From an optimization exercise on the open Yosys and OpenROAD flow, aimed at small area and a short achievable clock period; shortcuts taken in it are not production practice.
The RTL was checked by simulation tests, not by an equivalence proof against the original design.
Power and IR drop assume default switching activity.

<file path="design.v">
module control(
    input logic [6:0]op_cc, 
    input logic [2:0]fun3_c, 
    input logic [6:0]fun7_c, 
    input logic calu_br, 
    output logic cmem_wr, 
    output logic cbr, 
    output logic cmem_rd, 
    output logic creg_wr, 
    output logic cmem_reg, 
    output logic [5:0] calu_op, 
    output logic [2:0] cop_a, 
    output logic cop_b, 
    output logic i_type,  
    output logic r_type,
    output logic s_type,
    output logic sb_type,
    output logic u_type,
    output logic uj_type
);
    localparam  
                R_TYPE = 7'b0110011 , 
                R_TYPEW = 7'b0111011 , 
                I_TYPEL = 7'b0000011 , 
                I_TYPE = 7'b0010011 , 
                I_TYPEW = 7'b0011011 , 
                I_TYPEJ = 7'b1100111 , 
                I_TYPEE = 7'b1100111 , 
                S_TYPE = 7'b0100011 , 
                SB_TYPE = 7'b1100011 , 
                U_TYPE = 7'b0010111 , 
                UJ_TYPE = 7'b1101111 ; 
    assign creg_wr = ( (op_cc == R_TYPE) | (op_cc == R_TYPEW) | (op_cc == I_TYPE) | (op_cc == I_TYPEW)
                        | (op_cc == I_TYPEJ) | (op_cc == I_TYPEL) | (op_cc == U_TYPE) | (op_cc == UJ_TYPE)
                        | (op_cc == 7'h37)  
                      ) ? 1'b1 : 1'b0 ;
    assign cop_a = ( (op_cc == R_TYPE) | (op_cc == R_TYPEW) | (op_cc == I_TYPE) | (op_cc == I_TYPEW) | (op_cc == I_TYPEJ)
                        | (op_cc == I_TYPEL) | (op_cc == SB_TYPE)
                    ) ? 1'b1 : 1'b0 ;
    assign cop_b = ( (op_cc == R_TYPE) | (op_cc == R_TYPEW) | (op_cc == SB_TYPE) | (op_cc == S_TYPE)
                    ) ? 1'b1 : 1'b0 ;
    assign cmem_wr = (op_cc == S_TYPE) ? 1'b1 : 1'b0 ;
    assign cmem_rd = (op_cc == I_TYPEL) ? 1'b1 : 1'b0 ;
    assign cmem_reg = (op_cc == I_TYPEL) ? 1'b1 : 1'b0 ;
    assign cbr = (op_cc == SB_TYPE) && (calu_br == 1'b1) ? 1'b1 : 1'b0 ;
    assign i_type = ( (op_cc == I_TYPE) | (op_cc == I_TYPEE) | (op_cc == I_TYPEJ) | (op_cc == I_TYPEL)
                     | (op_cc == I_TYPEW) ) ? 1'b1 : 1'b0 ; 
    assign r_type = ( (op_cc == R_TYPE) | (op_cc == R_TYPEW) ) ? 1'b1 : 1'b0 ;
    assign s_type = (op_cc == S_TYPE) ? 1'b1 : 1'b0 ;
    assign sb_type = (op_cc == SB_TYPE) ? 1'b1 : 1'b0 ;
    assign u_type = (op_cc == U_TYPE) ? 1'b1 : 1'b0 ;
    assign uj_type = (op_cc == UJ_TYPE) ? 1'b1 : 1'b0 ;
    assign calu_op =   ((op_cc == 7'h03) && (fun3_c == 3'h0)) ? 6'd1 :  
                       ((op_cc == 7'h03) && (fun3_c == 3'h1)) ? 6'd2 :   
                       ((op_cc == 7'h03) && (fun3_c == 3'h2)) ? 6'd3 :   
                       ((op_cc == 7'h03) && (fun3_c == 3'h3)) ? 6'd4 :   
                       ((op_cc == 7'h03) && (fun3_c == 3'h4)) ? 6'd5 :   
                       ((op_cc == 7'h03) && (fun3_c == 3'h5)) ? 6'd6 :   
                       ((op_cc == 7'h03) && (fun3_c == 3'h6)) ? 6'd7 :   
                       ((op_cc == 7'h13) && (fun3_c == 3'h0)) ? 6'd8 :   
                       ((op_cc == 7'h13) && (fun3_c == 3'h1) && (fun7_c == 7'h0)) ? 6'd9 :   
                       ((op_cc == 7'h13) && (fun3_c == 3'h2)) ? 6'd10 :   
                       ((op_cc == 7'h13) && (fun3_c == 3'h3)) ? 6'd11 :   
                       ((op_cc == 7'h13) && (fun3_c == 3'h4)) ? 6'd12 :   
                       ((op_cc == 7'h13) && (fun3_c == 3'h5) && (fun7_c == 7'h00)) ? 6'd13 :   
                       ((op_cc == 7'h13) && (fun3_c == 3'h5) && (fun7_c == 7'h20)) ? 6'd14 :   
                       ((op_cc == 7'h13) && (fun3_c == 3'h6)) ? 6'd15 :   
                       ((op_cc == 7'h13) && (fun3_c == 3'h7)) ? 6'd16 :   
                       ((op_cc == 7'h17)) ? 6'd17 :   
                       ((op_cc == 7'h23) && (fun3_c == 3'h0)) ? 6'd18 :   
                       ((op_cc == 7'h23) && (fun3_c == 3'h1)) ? 6'd19 :   
                       ((op_cc == 7'h23) && (fun3_c == 3'h2)) ? 6'd20 :   
                       ((op_cc == 7'h23) && (fun3_c == 3'h3)) ? 6'd21 :   
                       ((op_cc == 7'h33) && (fun3_c == 3'h0) && (fun7_c == 7'h00)) ? 6'd22 :   
                       ((op_cc == 7'h33) && (fun3_c == 3'h0) && (fun7_c == 7'h20)) ? 6'd23 :   
                       ((op_cc == 7'h33) && (fun3_c == 3'h1) && (fun7_c == 7'h00)) ? 6'd24 :   
                       ((op_cc == 7'h33) && (fun3_c == 3'h2) && (fun7_c == 7'h00)) ? 6'd25 :   
                       ((op_cc == 7'h33) && (fun3_c == 3'h3) && (fun7_c == 7'h00)) ? 6'd26 :   
                       ((op_cc == 7'h33) && (fun3_c == 3'h4) && (fun7_c == 7'h00)) ? 6'd27 :   
                       ((op_cc == 7'h33) && (fun3_c == 3'h5) && (fun7_c == 7'h00)) ? 6'd28 :   
                       ((op_cc == 7'h33) && (fun3_c == 3'h5) && (fun7_c == 7'h20)) ? 6'd29 :   
                       ((op_cc == 7'h33) && (fun3_c == 3'h6) && (fun7_c == 7'h00)) ? 6'd30 :   
                       ((op_cc == 7'h33) && (fun3_c == 3'h7) && (fun7_c == 7'h00)) ? 6'd31 :   
                       ((op_cc == 7'h37)) ? 6'd32 :   
                       ((op_cc == 7'h63) && (fun3_c == 3'h0)) ? 6'd33 :   
                       ((op_cc == 7'h63) && (fun3_c == 3'h1)) ? 6'd34 :   
                       ((op_cc == 7'h63) && (fun3_c == 3'h4)) ? 6'd35 :   
                       ((op_cc == 7'h63) && (fun3_c == 3'h5)) ? 6'd36 :   
                       ((op_cc == 7'h63) && (fun3_c == 3'h6)) ? 6'd37 :   
                       ((op_cc == 7'h63) && (fun3_c == 3'h7)) ? 6'd38 :   
                       ((op_cc == 7'h67) && (fun3_c == 3'h0)) ? 6'd39 :   
                       ((op_cc == 7'h6F)) ? 6'd40 : 6'd0 ;  
endmodule
module imm_gen(
        input logic [31:0] instr,  
        output logic [31:0] imm  
    );
    always_comb begin
        imm = 32'd0;
        if (instr[6:0] == 7'h03 || instr[6:0] == 7'h13 || instr[6:0] == 7'h1B || instr[6:0] == 7'h67 || instr[6:0] == 7'h73)begin  
            imm = {{20{instr[31]}}, {instr [31:20]}};
        end
        else if (instr[6:0] == 7'h23)begin  
            imm = { {20{instr[31]}}, {instr [31:25],instr [11:7]}};
        end
        else if (instr[6:0] == 7'h63)begin  
            imm = { {19{instr[31]}},instr[31],instr[7],instr [30:25] ,instr[11:8],1'b0 };
        end
        else if (instr[6:0] == 7'h17 || instr[6:0] == 7'h37)begin  
            imm = {instr[31:12],12'b0};
        end
        else if (instr[6:0] == 7'h6F)begin  
            imm = { {11{instr[31]}}, instr[31], instr[19:12], instr[20], instr[30:21], 1'b0};
        end
    end
endmodule
module alu(
    input logic clk,
    input logic rst,  
    input logic [31:0] aop_a,
    input logic [31:0] aop_b,
    input logic [31:0] aimm,
    input logic [5:0] alu_op,
    input logic [31:0] apc,
    output logic cond,  
    output logic branch,
    output logic [31:0] result
);
always_comb begin
    cond = 1'b0;
    if (alu_op ==  6'd33)begin  
        if (aop_a == aop_b)begin
            cond = 1'b1;
        end 
    end
    if (alu_op ==  6'd34)begin  
        if (aop_a != aop_b)begin
            cond = 1'b1;
        end 
    end
    if (alu_op == 6'd35)begin  
        if ($signed(aop_a) < $signed(aop_b))begin
            cond = 1'b1;
        end 
    end
    if (alu_op == 6'd36)begin  
        if ($signed(aop_a) >= $signed(aop_b))begin
            cond = 1'b1;
        end     
    end
    if ($unsigned(alu_op) == $unsigned(6'd37))begin  
        if (aop_a < aop_b)begin
            cond = 1'b1;
        end 
    end
    if ($unsigned(alu_op) ==  $unsigned(6'd38))begin  
        if (aop_a >= aop_b)begin
            cond = 1'b1;
        end 
    end
end
always_ff @(posedge clk) begin
    if (rst == 1'b1)begin
        result <= 32'd0;
        branch <= 1'b0;
    end
    else begin
    branch <= cond;
    if (alu_op ==  6'd1)begin  
        result <= aop_a + aimm;
    end
    if (alu_op ==  6'd2)begin  
        result <= aop_a + aimm;
    end
    if (alu_op ==  6'd3)begin  
        result <= aop_a + aimm;
    end
    if (alu_op ==  6'd4)begin  
        result <= aop_a + aimm;
    end
    if (alu_op ==  6'd5)begin  
        result <= aop_a + aimm;
    end
    if (alu_op ==  6'd6)begin  
        result <= aop_a + aimm;
    end
    if (alu_op ==  6'd7)begin  
        result <= aop_a + aimm;
    end
    if (alu_op ==  6'd8)begin  
        result <= aop_a + aimm;
    end
    if (alu_op ==  6'd9)begin  
        result <= aop_a << aimm[4:0];
    end
    if (alu_op ==  6'd10)begin  
        result <= $signed(aop_a) < $signed(aimm) ? 32'd1 : 32'd0;
    end
    if ($unsigned(alu_op) == $unsigned(6'd11))begin  
        result <= aop_a < aimm ? 32'd1 : 32'd0;
    end
    if (alu_op ==  6'd12)begin  
        result <= aop_a ^ aimm;
    end
    if (alu_op ==  6'd13)begin  
        result <= aop_a >> aimm[4:0];
    end
    if (alu_op ==  6'd14)begin  
        result <= $signed(aop_a) >>> aimm[4:0];
    end
    if (alu_op ==  6'd15)begin  
        result <= aop_a | aimm;
    end
    if (alu_op ==  6'd16)begin  
        result <= aop_a & aimm;
    end
    if (alu_op ==  6'd17)begin  
        result <= apc + aimm;
    end
    if (alu_op ==  6'd18)begin  
        result <= aop_a + aimm;
    end
    if (alu_op ==  6'd19)begin  
        result <= aop_a + aimm;
    end
    if (alu_op ==  6'd20)begin  
        result <= aop_a + aimm;
    end
    if (alu_op ==  6'd21)begin  
        result <= aop_a + aimm;
    end
    if (alu_op ==  6'd22)begin  
        result <= aop_a + aop_b;
    end
    if (alu_op ==  6'd23)begin  
        result <= aop_a - aop_b;
    end
    if (alu_op ==  6'd24)begin  
        result <= aop_a << aop_b[4:0];
    end
    if (alu_op ==  6'd25)begin  
        result <= $signed(aop_a) < $signed(aop_b) ? 32'd1 : 32'd0;
    end
    if ($unsigned(alu_op) ==  $unsigned(6'd26))begin  
        result <= aop_a < aop_b ? 32'd1 : 32'd0;
    end
    if (alu_op ==  6'd27)begin  
        result <= aop_a ^ aop_b;
    end
    if (alu_op ==  6'd28)begin  
        result <= aop_a >> aop_b[4:0];
    end
    if (alu_op ==  6'd29)begin  
        result <= $signed(aop_a) >>> aop_b[4:0];
    end
    if (alu_op ==  6'd30)begin  
        result <= aop_a | aop_b;
    end
    if (alu_op ==  6'd31)begin  
        result <= aop_a & aop_b;
    end
    if (alu_op ==  6'd32)begin  
        result <= aimm;
    end
    if (alu_op ==  6'd39)begin  
        result <= apc + 32'd4;
    end
    if (alu_op ==  6'd40)begin  
        result <= apc + 32'd4;
    end
    end
end
endmodule
module ifu(
    input logic ibranch,  
    input logic i_typej,  
    input logic sb_type,  
    input logic uj_type,  
    input logic [31:0] iop_a,  
    input logic [31:0] imm,
    input logic [31:0] pci,  
    input logic clk, 
    input logic rst,  
    output logic [31:0] pc  
);
always_ff @(posedge clk) begin
    if (rst == 1'b1)begin
    pc <= 32'd0;
    end
    else if (sb_type == 1'b1 && ibranch == 1'b1)begin  
    pc <= pci + imm;
    end
    else if (i_typej == 1'b1)begin  
    pc <= (iop_a + imm) & 32'hFFFF_FFFE;
    end
    else if (uj_type == 1'b1)begin  
    pc <= pci + imm;
    end
    else begin
        pc <= pci + 32'd4;
    end
end
endmodule
module bolt_exec(
    input logic clk,
    input logic rst,  
    input logic [31:0] instr,  
    input logic [31:0] rs1,  
    input logic [31:0] rs2,  
    input logic [31:0] pc,  
    output logic [31:0] result,  
    output logic [31:0] next_pc,  
    output logic branch,  
    output logic reg_wr,  
    output logic mem_wr,  
    output logic mem_rd  
);
    logic cmem_wr, cbr, cmem_rd, creg_wr, cmem_reg, cop_b;
    logic [2:0] cop_a;
    logic [5:0] calu_op;
    logic i_type, r_type, s_type, sb_type, u_type, uj_type;
    logic [31:0] imm;
    logic cond;
    control u_control (
        .op_cc(instr[6:0]), .fun3_c(instr[14:12]), .fun7_c(instr[31:25]), .calu_br(cond),
        .cmem_wr(cmem_wr), .cbr(cbr), .cmem_rd(cmem_rd), .creg_wr(creg_wr), .cmem_reg(cmem_reg),
        .calu_op(calu_op), .cop_a(cop_a), .cop_b(cop_b),
        .i_type(i_type), .r_type(r_type), .s_type(s_type), .sb_type(sb_type), .u_type(u_type),
        .uj_type(uj_type)
    );
    imm_gen u_imm_gen (.instr(instr), .imm(imm));
    alu u_alu (
        .clk(clk), .rst(rst), .aop_a(rs1), .aop_b(rs2), .aimm(imm), .alu_op(calu_op), .apc(pc),
        .cond(cond), .branch(branch), .result(result)
    );
    ifu u_ifu (
        .ibranch(cbr), .i_typej(calu_op == 6'd39), .sb_type(sb_type), .uj_type(calu_op == 6'd40),
        .iop_a(rs1), .imm(imm), .pci(pc), .clk(clk), .rst(rst), .pc(next_pc)
    );
    always_ff @(posedge clk) begin
        if (rst == 1'b1)begin
            reg_wr <= 1'b0;
            mem_wr <= 1'b0;
            mem_rd <= 1'b0;
        end
        else begin
            reg_wr <= creg_wr;
            mem_wr <= cmem_wr;
            mem_rd <= cmem_rd;
        end
    end
endmodule
</file>
<file path="config.mk">
export PLATFORM = sky130hd
export DESIGN_NAME = bolt_exec
export DESIGN_NICKNAME = bolt_exec
export VERILOG_FILES = /design/flow/design.v
export SDC_FILE = /design/flow/constraint.sdc
export NUM_CORES = 4
export LEC_CHECK = 0
export CAP_MARGIN = 20
export CORE_MARGIN = 2
export CORE_UTILIZATION = 28
export SETUP_SLACK_MARGIN = 0.5
export SLEW_MARGIN = 20
</file>
<file path="run.sh">
#!/bin/bash
# synth_recipe.tcl (not shown) runs the flow's synth.tcl, then flattens the netlist and writes it again
# the make line also repeats each setting of config.mk as NAME=value (left out here)
make -C /OpenROAD-flow-scripts/flow DESIGN_CONFIG=/design/flow/config.mk WORK_HOME=/design/flow/orfs CLKGATE_MAP_FILE= SYNTH_SCRIPT=/design/flow/synth_recipe.tcl finish
</file>
<file path="constraint.sdc">
create_clock -name core_clock -period 6.5 [get_ports {clk}]
set_input_delay 1.3000 -clock core_clock [delete_from_list [all_inputs] [get_ports {clk}]]
set_output_delay 1.3000 -clock core_clock [all_outputs]
set_load 0.01 [all_outputs]
</file>
==> notes.md <==
kinds of logic (layout without fill, tap and decap cells):
logic type                 count (synthesis)  count (layout)  synth area share
xor gates and xnor gates                 113             113            0.0388
and+or+nand+nor                         1237            1237             0.228
AOI/OAI and AO/OA                       1445            1445             0.373
DFF                                       68              68            0.0534
muxes                                    202             202             0.112
other                                      0              14                 0
buffers and inverters                    455            1120            0.0717
adders and majority gates                249             249             0.123
stage by stage:
step / hold slack (ns) / cells / utilization
after CTS: 0.522 / 5602 / 0.378
after global placement: 0.502 / 5584 / 0.372
after detailed placement: 0.514 / 5584 / 0.372
final: 0.541 / 5624 / 0.383
after global routing: 0.548 / 5610 / 0.382
after floorplan: 0.481 / 3769 / -
layout make-up:
class / count / area (um^2)
fill: 9766 / 55600
sequential: 68 / 1360
multi-input combinational: 3246 / 22900
inverter: 157 / 594
clock buffer: 9 / 225
tap: 1176 / 1470
antenna: 14 / 35.0
timing repair buffer: 947 / 7870
clock inverter: 7 / 80.1
flip-flops by register name (all words and copies together) (netlist names):
register      cells
u_ifu.pc         32
mem_rd            1
u_alu.result     32
mem_wr            1
reg_wr            1
u_alu.branch      1
worst paths after layout:
check              startpoint                to  slack, ns  depth (start not counted)
min           u_alu.result[4]   u_alu.result[4]       0.54                          2
min reg2reg   u_alu.result[4]   u_alu.result[4]       0.54                          2
max                  instr[5]  u_alu.result[30]       0.53                         26
max reg2reg  u_alu.result[31]  u_alu.result[31]       5.19                          4
layer usage:
layer / part of all wire / track usage / up-vias
met1: 0.37 / 0.600 / 18700
li1: - / - / 15600
met3: 0.12 / 0.167 / 971
met5: 0.00069 / 0 / -
met4: 0.11 / 0.462 / 22
met2: 0.40 / 0.745 / 3144
cell usage in the layout (no fill, tap or decap), drive strengths merged, types with 18 or more instances in the layout:
master,Yosys,routed
dfxtp,68,68
nor3,148,148
a21oi,404,404
buf,98,757
o21a,37,37
o21bai,26,26
a21o,52,52
o221ai,29,29
nand2b,34,34
or3,18,18
o211ai,56,56
ha,245,245
clkdlybuf4s50,0,185
a22oi,27,27
a211o,18,18
o31ai,32,32
mux2i,123,123
and3,27,27
xnor2,69,69
o21ai,302,302
nand2,325,325
a2111oi,27,27
a221oi,49,49
o2111ai,21,21
nor2,408,408
o22ai,38,38
nor4,32,32
nand3,99,99
a211oi,129,129
nand4,28,28
xor2,44,44
a31oi,43,43
mux4,63,63
inv,150,155
nor2b,26,26
critical path, stage by stage:
cell and delay [ns]:
clkdlybuf4s50_1 0.41, buf_6 0.16, nand2_1 0.11, a21oi_1 0.10
o311a_1 0.35, buf_4 0.19, nand2_1 0.22, inv_1 0.21
ha_1 0.26, buf_12 0.15, a2111oi_4 0.30, buf_4 0.18
o21ai_0 0.09, a21oi_1 0.20, buf_4 0.19, buf_4 0.12
o211ai_1 0.07, buf_4 0.18, a221oi_4 0.23, nor2b_1 0.10
nor4b_2 0.22, o21ai_1 0.12, a31oi_2 0.31, buf_4 0.17
o21ai_1 0.06, a221oi_1 0.26
power by group through the flow:
stage          Sequential (mW)  Clock [mW]  Combinational (mW)
2_1_floorplan            0.488           0                1.11
3_3_place_gp             0.488           0                2.50
3_5_place_dp             0.488           0                2.48
4_1_cts                  0.479       0.597                2.51
5_1_grt                  0.482       0.604                2.71
6_report                 0.482       0.594                2.69
timing repair:
action,CTS,global route
setup endpoints to repair,32,37
gates cloned,0,1
pin swaps,7,25
resized for setup,44,68
setup buffers,2,7
==> impl_metrics.toml <==
[outcome]
status = "finished clean"

[power]
pwr-share-seq = 0.128
finalPower_mw = 3.77
ir_worst_vdd_v = 0.000148
internal_power_mw = 1.71
powerDensity_nw_per_um2 = 109
clockPowerShare = 0.158
switching_share = 0.546
power_leakage_nw = 14.6
combPwrFrac = 0.714
p_switching_mw = 2.06

[die]
rows = 110
io_pins = 198
die_area_um2 = 93400
die_w_um = 306
start_util = 0.283
die_h_um = 306
fp.coreArea_um2 = 90100

[layout]
syn_to_final_growth_pct = 35.4
drive_gt1_frac = 0.231
final_area_um2 = 34500
finalNetCount = 4808

[cts]
worstSkewPairLatency_ns = 0.40
cts_made_buffers = 9
ctsLongestPathBuffers = 2
ctsRootBufferMaster = "clkbuf_16"
cts_hold_buf = 0
clock_sinks = 68
cts_tree = "built"
h-tree-depth = 3
clkSlewWorstSetupHoldPaths_ns = 0.09

[synth]
syn_nets = 4148
ys_top_cells_by_area = "ha_1, a21oi_1, nor2_1"
netlist-cell-type-count = 106
synth_ff_type = "dfxtp_1"
synth-edff-count = 0
yosys.area.top_type = "ha_1"
synth_seq_cells = 68
synthesis.area_um2 = 25500
avgSynthCellArea_um2 = 6.76
yosys.cell_count.top_type = "nor2_1"
synth_top_area_share = 0.120
yosysSeqAreaShare = 0.0534
synth_common_cells = "nor2_1, a21oi_1, nand2_1, o21ai_0, ha_1"
synth_cells = 3769
synth_warnings = 4
postSynth.asyncResetShare = 0

[routing]
vias_per_cell = 6.83
drt_iter0_drc = 6428
drc = 0
vias = 38400
ant_nets = 0
drt-total-wl_mm = 249
drt_pass1_iterations = 7
wl_per_cell_um = 44.3

[run]
maxCapViolCount = 0

[timing]
slew_headroom = 0.127
hold_viol_final = 0
fmax_mhz = 167
period_needed_ns = 5.97
setup_violations = 0
rsz0062_at_grt = "true"
fin_ws_ns = 0.529
finClkSkew_ns = 0
fin_setup_tns_ns = 0
tightest_slew_ns = 1.31
final_max_slew_viol_count = 0
period_share = 0.919

[placed_design]
numPortBuffers = 197
post-place-ws_ns = -0.592
place_congestion = 1.11
placed_area_um2 = 33600
place_hpwl_mm = 203

[critical_path]
cp.arrival_ns = 6.29
critPathRequiredTime_ns = 6.81
cp-end-kind = "register"
worstSetupStartpointType = "input port"
cp_max_fo = 12
crit_type = "in -> reg"

[grt]
antenna_found_initial = 33
grt_pass1_vias = 35900
overflow = 0
grt_pass1_wl_mm = 327
track_usage = 0.513
grt_max_degree = 60

[min_path]
holdCritPathClass = "reg -> reg"

==> port drivers added, routing unchanged <==
The flow's constraints put no driver on any port. The routed layout listed below was extracted and timed again, unchanged, in two steps.
Step 1 (the two cells are an assumption about what drives the block):
set clk [get_ports {clk}]
set_driving_cell -lib_cell sky130_fd_sc_hd__clkbuf_16 $clk
set_driving_cell -lib_cell sky130_fd_sc_hd__buf_2 [delete_from_list [all_inputs] $clk]
Step 2 moves the port delays by t, midway between the first and last clock arrival at a register: inputs arrive t later, outputs are due t later. That takes back most of the time a late clock gives input paths.
Slacks: ideal ports / drivers / drivers and shift; pairs: ideal ports / drivers.
t, ns: 0.456
slack for setup (ns): 0.529 / 0.564 / 0.108
worst hold slack (ns): 0.541 / 0.541 / 0.541
worst setup path after step 2: input to register
pins driven straight from the clock port: 1
After both steps setup and hold are still met in this run. The setup slack of this run moves by +0.035 ns with the drivers and by -0.421 ns with both steps.
